From an optimization exercise on the open Yosys and OpenROAD flow, aimed at small area; shortcuts taken in it are not production practice.
In this exercise RTL edits were held to simulation tests only and were not proved equivalent to the original.
No activity file was given, so power comes from the tool's default toggle rates.

Setup of before:
## Segway
module Segway(clk,RST_n,LED,INERT_SS_n,INERT_MOSI,
              INERT_SCLK,INERT_MISO,A2D_SS_n,A2D_MOSI,A2D_SCLK,
			  A2D_MISO,PWM_rev_rght,PWM_frwrd_rght,PWM_rev_lft,
			  PWM_frwrd_lft,piezo_n,piezo,INT,RX);
  input clk,RST_n;
  input INERT_MISO;
  input A2D_MISO;
  input INT;
  input RX;
  output [7:0] LED;
  output A2D_SS_n, INERT_SS_n;
  output A2D_MOSI, INERT_MOSI;
  output A2D_SCLK, INERT_SCLK;
  output PWM_rev_rght, PWM_frwrd_rght;
  output PWM_rev_lft, PWM_frwrd_lft;
  output piezo_n,piezo;
  wire rst_n;
  wire [11:0] lft_ld, rght_ld;
  wire batt_low;
  wire pwr_up;
  wire [15:0] ptch;
  wire vld;
  wire lft_rev, rght_rev, too_fast;
  wire rider_off, en_steer;
  wire [11:0] load_cell_diff;
  wire steer_en_tmr_full, steer_en_clr_tmr;
  wire [10:0] tmr16, tmr16_nxt;
  wire lft_ge, rght_ge;
  wire init_go;
  assign LED = ptch[15:8];
  free_tmr iTMR(.clk(clk), .rst_n(rst_n), .cnt(tmr16), .nxt(tmr16_nxt));
  A2D_intf a2d_intf_DUT(.clk(clk), .rst_n(rst_n), .nxt(vld), .MISO(A2D_MISO),
  ...
Size: ~1,800 cells after synthesis, about 280 flip-flops, roughly 19,000 sq um of cells after synthesis.
clock: 20.0 ns
lec_check: 0
cap_margin: 20
core_margin: 2
core_utilization: 40
cts_buf_list: sky130_fd_sc_hd__clkbuf_8
cts_cluster_diameter: 80
cts_cluster_size: 16
place_density: 0.6
slew_margin: 20
standard.sh (not shown) runs the stock make flow with config.mk's settings and CLKGATE_MAP_FILE= SYNTH_SCRIPT=/design/flow/synth_recipe.tcl, a recipe that flattens the netlist after the stock synthesis.
==> flow/flow/run.sh <==
#!/bin/bash
# The standard layout (the standard.sh: unchanged synthesis, floorplan,
# power grid, placement, routing), with two changes: clock tree synthesis
# adds no dummy loads, and the port buffers use the smallest buffer cell.
# Each tool's output stays in the ORFS logs under orfs/logs.
set -euo pipefail
bash standard.sh \
  "CTS_ARGS=-sink_clustering_enable -repair_clock_nets -sink_clustering_size 16 -sink_clustering_max_diameter 80 -buf_list sky130_fd_sc_hd__clkbuf_8 -dont_use_dummy_load" \
  "BUFFER_PORTS_ARGS=-buffer_cell sky130_fd_sc_hd__buf_1" \
  finish > standard.log 2>&1
Relative to before, the following input files were edited for after:
--- a/flow/design.v
+++ b/flow/design.v
@@ -329,25 +329,26 @@
 input clk, rst_n, en_steer, ovr_spd, batt_low, steer_en_clr_tmr;
 output piezo, piezo_n, steer_en_tmr_full, cnt16_full;
 wire wave;
 wire [26:0] cnt;
 wire any = en_steer | ovr_spd | batt_low;
 Piezo_Timer piezo_timer(.clk(clk), .rst_n(rst_n), .reset(~any & steer_en_clr_tmr), .cnt(cnt), .steer_en_tmr_full(steer_en_tmr_full), .cnt16_full(cnt16_full));
 assign wave = 	(ovr_spd) ? (~cnt[12] & ~cnt[24]) :
 		(en_steer) ? (~cnt[14] & ~cnt[25] & ~cnt[26]) : 1'b0;
 assign piezo = (wave | (batt_low & ~cnt[15] & cnt[26] & ~cnt[25]));
 assign piezo_n = any & ~piezo;
 endmodule
-module inertial_integrator(clk, rst_n, vld, ld_cmp, cmp_en, sclk_cnt, bit_cnt, ptch_rt, AZ, ptch);
+module inertial_integrator(clk, rst_n, vld, ld_cmp, cmp_en, inc_en, sclk_cnt, bit_cnt, ptch_rt, AZ, ptch);
 input clk, rst_n, vld, ld_cmp;
 input cmp_en;			 
+input inc_en;			 
 input [4:0] sclk_cnt;		 
 input [3:0] bit_cnt;		 
 input [15:0] ptch_rt, AZ;
 output [15:0] ptch;
 reg [26:0] ptch_int;
 reg [16:0] inc;
 reg cmp;
 assign ptch = ptch_int[26:11];
 wire [26:0] ptch_int_nxt;
 wire pn_co;
 rc_add #(27) u_pn(.a(ptch_int), .b({{10{inc[16]}}, inc}), .ci(1'b0), .s(ptch_int_nxt), .co(pn_co));
@@ -402,39 +403,57 @@
   if (ld_cmp) begin
     dl <= 8'h00;
     oc <= 1'b0;
     sc <= 3'd1;
   end else begin
     dl <= {dl[6:0], a_k};
     oc <= oc_n;
     sc <= sc_n;
   end
   if (sclk_cnt == 5'd6)
     asgn <= a_k;
-  if (cmp_en & (bit_cnt == 4'd0) & (sclk_cnt == 5'd20))
-    cmp <= ~x_k;
 end
-wire [15:0] rtc;
-wire rtc_co;
-rc_add #(16) u_rtc(.a(ptch_rt), .b(16'hFC3E), .ci(1'b0), .s(rtc), .co(rtc_co));
-wire [16:0] inc_nxt;
-wire in_co;
-rc_add #(17) u_in(.a(~{rtc[15], rtc}), .b({{6{~cmp}}, 1'b1, 10'h000}), .ci(1'b1), .s(inc_nxt), .co(in_co));
+always @(posedge clk, negedge rst_n)
+  if (!rst_n)
+    cmp <= 1'b1;
+  else if (cmp_en & (bit_cnt == 4'd0) & (sclk_cnt == 5'd20))
+    cmp <= ~x_k;
+localparam [15:0] RTC_K = 16'hFC3E;
+wire [4:0] j = sclk_cnt;
+wire inc_step = inc_en & (bit_cnt == 4'd0) & ~j[4] | inc_en & (bit_cnt == 4'd0) & (j == 5'd16);
+wire first = (j == 5'd0);
+reg c1, c2, rl;
+wire c1e = c1 & ~first;
+wire c2e = c2 | first;
+wire kc = j[4] ? 1'b0 : RTC_K[j[3:0]];
+wire rtc_j = j[4] ? rl : (inc[0] ^ kc ^ c1e);
+wire c1n = (inc[0] & kc) | (inc[0] & c1e) | (kc & c1e);
+wire kk = (j == 5'd10) | (~cmp & ((j[3] & (j[2] | (j[1] & j[0]))) | j[4]));	 
+wire nr = ~rtc_j;
+wire inc_j = kk ^ nr ^ c2e;
+wire c2n = (kk & nr) | (kk & c2e) | (nr & c2e);
+always @(posedge clk)
+  if (inc_step) begin
+    c1 <= c1n;
+    c2 <= c2n;
+    rl <= rtc_j;
+  end
 always @(posedge clk, negedge rst_n)
 	if(!rst_n) begin
 		ptch_int <= 27'h0;
-		inc <= 17'h007C2;
+		inc <= 17'h00000;
 	end else if(vld) begin
 		ptch_int <= ptch_int_nxt;
-		inc <= inc_nxt;
-	end
+		inc <= {ptch_rt[15], ptch_rt};
+	end else if(inc_step)
+		inc <= {inc_j, inc[16:1]};
 endmodule
 module inert_intf(clk, rst_n, vld, ptch, SS_n, SCLK, MOSI, MISO, INT, init_go);
   input clk, rst_n;
   input INT;
   input init_go;		 
   output vld;
   output [15:0] ptch;
   input MISO;
   output SS_n, SCLK, MOSI;
   reg INT1, INT_stable;
   reg [7:0] ptchL, ptchH, AZL;
@@ -442,23 +461,23 @@
   localparam INIT1 = 4'd0, INIT2 = 4'd1, INIT3 = 4'd2, INIT4 = 4'd3, WAIT = 4'd4,
 	     RD1 = 4'd5, RD2 = 4'd6, RD3 = 4'd7, RD4 = 4'd8;
   reg [3:0] state, nxt_state;
   wire done = ~busy & (state != INIT1);
   reg wrt;
   wire busy, front, shft, MISO_smpl, first_smpl;
   wire [3:0] bit_cnt;
   wire [4:0] sclk_cnt;
   SPI_mstr16 iSPI(.clk(clk), .rst_n(rst_n), .wrt(wrt), .MISO(MISO), .SS_n(SS_n), .SCLK(SCLK),
 		  .busy(busy), .front(front), .shft(shft), .bit_cnt(bit_cnt), .sclk_cnt(sclk_cnt), .MISO_smpl(MISO_smpl), .first_smpl(first_smpl));
   inertial_integrator iINT(.clk(clk), .rst_n(rst_n), .vld(vld), .ld_cmp((state == RD3) & done),
-			   .cmp_en(state == RD4), .sclk_cnt(sclk_cnt), .bit_cnt(bit_cnt),
+			   .cmp_en(state == RD4), .inc_en(state == RD1), .sclk_cnt(sclk_cnt), .bit_cnt(bit_cnt),
 			   .ptch_rt({ptchH, ptchL}), .AZ({rd, AZL}), .ptch(ptch));
   reg [15:0] cip;
   always @* begin
     case(state)
       INIT2: cip = 16'h0D02;
       INIT3: cip = 16'h1053;
       INIT4: cip = 16'h1150;
       WAIT:  cip = 16'h1460;
       RD1:   cip = 16'hA200;
       RD2:   cip = 16'hA300;
       RD3:   cip = 16'hAC00;
Results
The final reports for after and before show routed wire length higher in the former. On power share of the combinational group, before tracks after almost exactly. before and after ended up with roughly the same total combinational power. [after] power rose 1.3% relative to before. Power per unit of standard cell area in after is 2.7% above before. Taking before as the reference, in after net count of the mapped netlist rose by 22; die area saw a decrease; count of buffers not belonging to the clock network in the layout lower. Biggest fanout along the worst timing path came out lower on after than on before.

static timing again, ports no longer ideal:
No port has a modelled driver above. Below, the same layouts with a new extraction and two added sets of constraints. Step 1: set_driving_cell puts a clkbuf_16 on clk and a buf_2 on each other input, an assumption about the parent block. Step 2 times the ports against the registers' clock, not the clock port: input delays grow and output delays shrink by t, the midpoint of the rising clock arrivals with the driver on. a / b / c = ideal / step 1 / step 2; a / b = the first two.
run | shift t [ns] | setup slack, ns | worst data-port slew with drivers (ns)
before | 0.623 | 0.776 / 0.776 / 0.776 | 0.04
after | 0.612 | 0.773 / 0.773 / 0.773 | 0.04
After both steps every run listed still meets setup and hold.
